Background: an optimization exercise with open tools, aiming at small area and few clock cycles per item. Do not read the settings as production practice.
In this exercise RTL edits were held to simulation tests only and were not proved equivalent to the original.
No activity file was given, so power comes from the tool's default toggle rates.

## v1
Design MAZE, start of the top module:
module MAZE(
    input clk,
    input rst_n,
    input in_valid,
    input [1:0] in,
    output reg out_valid,
    output reg [1:0] out
);
Size in the first run: roughly 2700 cells after synthesis, roughly 320 flip-flops, roughly 8 I/O pins.
Settings: LEC_CHECK=0, ABC_AREA=1, CAP_MARGIN=20, CORE_MARGIN=2, CORE_UTILIZATION=40, SLEW_MARGIN=20; clock period 15.0 ns.
run.sh (not shown) runs the stock make flow with config.mk's settings and CLKGATE_MAP_FILE= SYNTH_SCRIPT=/design/flow/synth_recipe.tcl, a recipe that flattens the netlist after the stock synthesis.
Testbench counts of v1, summed over its fixed seeds: cycles 32,364, items 96.
What v21 does differently from v1 at the input level:
diff --git a/flow/config.mk b/flow/config.mk
--- a/flow/config.mk
+++ b/flow/config.mk
@@ -11 +11,4 @@
-export CORE_UTILIZATION = 40
+export CORE_UTILIZATION = 80
+export CTS_BUF_LIST = sky130_fd_sc_hd__clkbuf_16
+export CTS_CLUSTER_DIAMETER = 80
+export CTS_CLUSTER_SIZE = 24
- v21 vs. v1: smallest setup slack after layout down 160 ps, first-pass GRT wire length down about 4.4%, wire length down 3700 um, global-route usage up 25 points, count of vias placed by the detailed router up about 6.5%.
- Summary: with v1 as the reference, number of placed instances with taps included in v21 moved down by a little under 10%.
- Across v21 and v1, none had a timing, DRC or antenna violation.
- Relative to v1, share of total power in combinational logic has increased by 6.8 points in v21.
- The lower mean routed wirelength per cell of v21 and v1 is in v1.
- Number of ordinary and repair buffers in the finished layout of v21 falls short of that of v1 by a few percent.
- Diff v21..v1 | residual antenna-violating net count after detailed routing | unchanged

* * *

## try-raven
The RTL this note starts from:
==> flow/design.v <==
module MAZE(
    input clk,
    input rst_n,
    input in_valid,
    input [1:0] in,
    output reg out_valid,
    output reg [1:0] out
);
reg        walk;           
reg  [4:0] r, c;           
reg  [1:0] hd;             
reg        sw;             
reg  [1:0] ch [0:143];     
reg  [1:0] nd [0:8];       
wire load = in_valid & ~walk;
wire at_node = ~r[0] & ~c[0];
wire is_node = load & at_node;
wire push = load & (r[0] ^ c[0]);
wire last_in = load & (r == 5'd16) & (c == 5'd16);
function [1:0] fold_raw;
    input [1:0] e;
    input [1:0] n;
    begin
        case (e)
            2'd1: fold_raw = 2'b00;
            2'd2: fold_raw = 2'b11;
            2'd3: fold_raw = 2'b01;
            default: fold_raw = (n == 2'd2) ? 2'b11 : (n == 2'd3) ? 2'b01 : 2'b10;
        endcase
    end
endfunction
function [1:0] fold_st;
    input [1:0] x;
    input [1:0] n;
    begin
        fold_st = (x == 2'b10) ? ((n == 2'd2) ? 2'b11 : (n == 2'd3) ? 2'b01 : 2'b10) : x;
    end
endfunction
wire [1:0] push_val = fold_raw(in, c[0] ? nd[0] : nd[8]);
wire [1:0] H [0:8][0:9];    
wire [1:0] V [0:9][0:8];    
genvar gi, gj;
generate
    for (gi = 0; gi < 9; gi = gi + 1) begin : g_h
        assign H[gi][0] = 2'b00;
        assign H[gi][9] = 2'b00;
        for (gj = 0; gj < 8; gj = gj + 1) begin : g_hc
            assign H[gi][gj+1] = ch[143 - 17*gi - gj];
        end
    end
    for (gj = 0; gj < 9; gj = gj + 1) begin : g_v
        assign V[0][gj] = 2'b00;
        assign V[9][gj] = 2'b00;
        for (gi = 0; gi < 8; gi = gi + 1) begin : g_vr
            assign V[gi+1][gj] = ch[135 - 17*gi - gj];
        end
    end
endgenerate
wire [8:0] rh, chh;         
wire [8:0] rowm, colm;      
generate
    for (gi = 0; gi < 9; gi = gi + 1) begin : g_dec
        assign rh[gi]  = (r[4:1] == gi);
        assign chh[gi] = (c[4:1] == gi);
    end
    for (gi = 0; gi < 9; gi = gi + 1) begin : g_m
        if (gi == 0) begin : g_m0
            assign rowm[gi] = ~walk | rh[0] | rh[1];
            assign colm[gi] = ~walk | chh[0] | chh[1];
        end else if (gi == 8) begin : g_m8
            assign rowm[gi] = ~walk | rh[7] | rh[8];
            assign colm[gi] = ~walk | chh[7] | chh[8];
        end else begin : g_mm
            assign rowm[gi] = ~walk | rh[gi-1] | rh[gi] | rh[gi+1];
            assign colm[gi] = ~walk | chh[gi-1] | chh[gi] | chh[gi+1];
        end
    end
endgenerate
wire dead [0:8][0:8];
generate
    for (gi = 0; gi < 9; gi = gi + 1) begin : g_dr
        for (gj = 0; gj < 9; gj = gj + 1) begin : g_dc
            if ((gi == 0 && gj == 0) || (gi == 8 && gj == 8)) begin : g_keep
                assign dead[gi][gj] = 1'b0;
            end else begin : g_fill
                wire [7:0] b = {H[gi][gj+1], V[gi+1][gj], H[gi][gj], V[gi][gj]};
                wire o0 = b[7] | b[6], o1 = b[5] | b[4], o2 = b[3] | b[2], o3 = b[1] | b[0];
                wire le1 = ~((o0 | o1) & (o2 | o3)) & ~(o0 & o1) & ~(o2 & o3);
                assign dead[gi][gj] = le1 & ~(rowm[gi] & colm[gj]);
            end
        end
    end
endgenerate
wire keep [0:143];
generate
    for (gi = 0; gi < 9; gi = gi + 1) begin : g_kh
        for (gj = 0; gj < 8; gj = gj + 1) begin : g_khc
            assign keep[143 - 17*gi - gj] = ~push & (~(dead[gi][gj] | dead[gi][gj+1]) | (&ch[143 - 17*gi - gj]));
        end
    end
    for (gi = 0; gi < 8; gi = gi + 1) begin : g_kv
        for (gj = 0; gj < 9; gj = gj + 1) begin : g_kvc
            assign keep[135 - 17*gi - gj] = ~push & (~(dead[gi][gj] | dead[gi+1][gj]) | (&ch[135 - 17*gi - gj]));
        end
    end
endgenerate
wire [1:0] ch_d [0:143];
wire tap0 = is_node & (c != 5'd0);
wire tap8 = is_node & (r != 5'd0);
generate
    for (gi = 0; gi < 144; gi = gi + 1) begin : g_cd
        if (gi == 0) begin : g_c0
            assign ch_d[gi] = push ? push_val : tap0 ? fold_st(ch[0], in) : ({2{keep[gi]}} & ch[gi]);
        end else if (gi == 8) begin : g_c8
            assign ch_d[gi] = push ? ch[gi-1] : tap8 ? fold_st(ch[8], in) : ({2{keep[gi]}} & ch[gi]);
        end else begin : g_cn
            assign ch_d[gi] = ({2{push}} & ch[gi-1]) | ({2{keep[gi]}} & ch[gi]);
        end
    end
endgenerate
integer k;
always @(posedge clk) begin
    for (k = 0; k < 144; k = k + 1) ch[k] <= ch_d[k];
end
always @(posedge clk) begin
    if (load & ~c[0]) begin
        nd[0] <= in;
        for (k = 1; k < 9; k = k + 1) nd[k] <= nd[k-1];
    end
end
reg [19:0] hrow;
reg [19:0] vcol;
integer a, b2;
always @(*) begin
    hrow = 20'd0;
    vcol = 20'd0;
    for (a = 0; a < 9; a = a + 1)
        for (b2 = 0; b2 < 10; b2 = b2 + 1) begin
            hrow[2*b2 +: 2] = hrow[2*b2 +: 2] | ({2{rh[a]}} & H[a][b2]);
            vcol[2*b2 +: 2] = vcol[2*b2 +: 2] | ({2{chh[a]}} & V[b2][a]);
        end
end
reg [1:0] eg0, eg1, eg2, eg3;
always @(*) begin
    eg0 = 2'd0; eg1 = 2'd0; eg2 = 2'd0; eg3 = 2'd0;
    for (a = 0; a < 9; a = a + 1) begin
        eg0 = eg0 | ({2{chh[a]}} & hrow[2*a+2 +: 2]);
        eg2 = eg2 | ({2{chh[a]}} & hrow[2*a +: 2]);
        eg1 = eg1 | ({2{rh[a]}} & vcol[2*a+2 +: 2]);
        eg3 = eg3 | ({2{rh[a]}} & vcol[2*a +: 2]);
    end
end
wire [1:0] eg [0:3];
assign eg[0] = eg0;
assign eg[1] = eg1;
assign eg[2] = eg2;
assign eg[3] = eg3;
wire [3:0] pass;
assign pass[0] = eg0[1] | (eg0[0] & sw);
assign pass[1] = eg1[1] | (eg1[0] & sw);
assign pass[2] = eg2[1] | (eg2[0] & sw);
assign pass[3] = eg3[1] | (eg3[0] & sw);
wire [1:0] hl = hd + 2'd3;
wire [1:0] hr = hd + 2'd1;
wire [1:0] hb = hd + 2'd2;
wire [1:0] dn = ~at_node ? hd :
                pass[hl] ? hl :
                pass[hd] ? hd :
                pass[hr] ? hr : hb;
wire got = at_node & (&eg[dn]);
wire [1:0] e00 = ch[143];
wire d0 = ~(e00[1] | (e00[0] & sw));    
wire at_end = (r == 5'd16) & (c == 5'd16);
always @(posedge clk or negedge rst_n) begin
    if (!rst_n) begin
        walk <= 1'b0;
        r <= 5'd0;
        c <= 5'd0;
        out_valid <= 1'b0;
        out <= 2'd0;
    end else if (walk) begin
        if (at_end) begin
            walk <= 1'b0;
            r <= 5'd0;
            c <= 5'd0;
            out_valid <= 1'b0;
            out <= 2'd0;
        end else begin
            out_valid <= 1'b1;
            out <= dn;
            case (dn)
                2'd0: c <= c + 5'd1;
                2'd1: r <= r + 5'd1;
                2'd2: c <= c - 5'd1;
                default: r <= r - 5'd1;
            endcase
        end
    end else if (load) begin
        if (last_in) begin
            walk <= 1'b1;
            out_valid <= 1'b1;
            out <= {1'b0, d0};
            r <= {4'd0, d0};
            c <= {4'd0, ~d0};
        end else if (c == 5'd16) begin
            c <= 5'd0;
            r <= r + 5'd1;
        end else begin
            c <= c + 5'd1;
        end
    end
end
always @(posedge clk) begin
    if (walk) begin
        hd <= dn;
        if (got) sw <= 1'b1;
    end else if (load) begin
        if (last_in) begin
            hd <= {1'b0, d0};
            if (d0 ? (&ch[135]) : (&ch[143])) sw <= 1'b1;
        end
        if ((r == 5'd0) & (c == 5'd0)) sw <= (in == 2'd2);
    end
end
endmodule
clock: 15.0 ns
lec_check: 0
abc_area: 1
cap_margin: 20
core_margin: 2
core_utilization: 40
cts_buf_list: sky130_fd_sc_hd__clkbuf_16
cts_cluster_diameter: 80
cts_cluster_size: 24
slew_margin: 20
Testbench counts of try-raven, summed over its fixed seeds: cycles 32,364, items 96.
diff inputs: try-raven => try-garnet
- swapping 40 for 70 in CORE_UTILIZATION
[summary]
try-garnet vs try-raven — via total after detailed routing climbed by a few percent. Against try-raven, try-garnet reports a final clock period utilization by the worst path that is higher. try-raven -> try-garnet: remaining number of nets flagged by the antenna check after routing flat. In the flow results for try-raven and try-garnet, the global-route usage is larger on try-garnet.
Here is what was changed in the inputs of try-harbor compared with try-garnet.
- a deleted CTS_CLUSTER_SIZE that had been 24
- a deleted CTS_BUF_LIST that had been sky130_fd_sc_hd__clkbuf_16
- a deleted CTS_CLUSTER_DIAMETER that had been 80
- a change of CORE_UTILIZATION from 70 to 40
- a deleted ABC_AREA that had been 1
==> comparison <==
Between try-harbor and try-garnet, it is try-harbor whose met3 demand-to-capacity share in global routing is lower, by 11 points.
Fraction of power spent switching nets for try-harbor: 15 points down relative to try-garnet
On clock network fraction of total power: between try-garnet and try-harbor, it ends up lower for try-garnet.
try-harbor vs. try-garnet: via total after detailed routing dropped about 7%; aggregate routed wire length now sits higher; combinational power share now smaller; cell area after layout went up 7.6%.
Changes observed in try-harbor relative to try-garnet: post-synthesis sequential area ratio went down 1.2 points, proportion of synthesized area in mux cells rose 3.9 points.
### try-harbor -> try-lagoon
- CTS_CLUSTER_DIAMETER now 80, previously not set
- CORE_UTILIZATION now 60, was 40
- CTS_CLUSTER_SIZE now 24, previously not set
- ABC_AREA now 1, previously not set
- CTS_BUF_LIST now sky130_fd_sc_hd__clkbuf_16, previously not set
Results
- Compared with try-harbor, in try-lagoon sequential power went up 3.0%, HPWL reported at the end of detailed placement went down 6500 um.
- try-lagoon vs try-harbor: cell area down by a few percent
- Re share of the synthesized netlist area taken by xor and xnor gates: try-harbor was lower than try-lagoon.

[what the ideal ports hide]
In the flow no input, the clock included, has a driving cell. The finished layouts below were timed again as built, in two steps.
Step 1 sets driving cells, clkbuf_16 on the clock port and buf_2 on the other inputs (assumed; they add their load-dependent delay and slew).
Step 2 times the ports against the registers' clock, not the clock port: input delays grow and output delays shrink by t, the midpoint of the rising clock arrivals with the driver on.
a / b / c = ideal / step 1 / step 2; a / b = the first two.
run	shift t [ns]	setup slack, ns	slew at the worst register clock pin (ns)	worst slew at a driven data input, ns
v1	0.613	9.668 / 9.705 / 9.092	0.06 / 0.06	0.03
v21	0.585	9.509 / 9.540 / 8.956	0.10 / 0.10	0.03
try-raven	0.627	9.674 / 9.708 / 9.081	0.10 / 0.10	0.03
try-garnet	0.577	9.424 / 9.450 / 8.873	0.11 / 0.11	0.03
try-harbor	0.610	8.431 / 8.466 / 7.856	0.06 / 0.06	0.03
try-lagoon	0.593	8.579 / 8.614 / 8.021	0.11 / 0.11	0.03
After both steps setup and hold are still met in every run listed. The setup slack of try-raven, which loses most, moves by +0.034 ns with the drivers and by -0.593 ns with both steps.
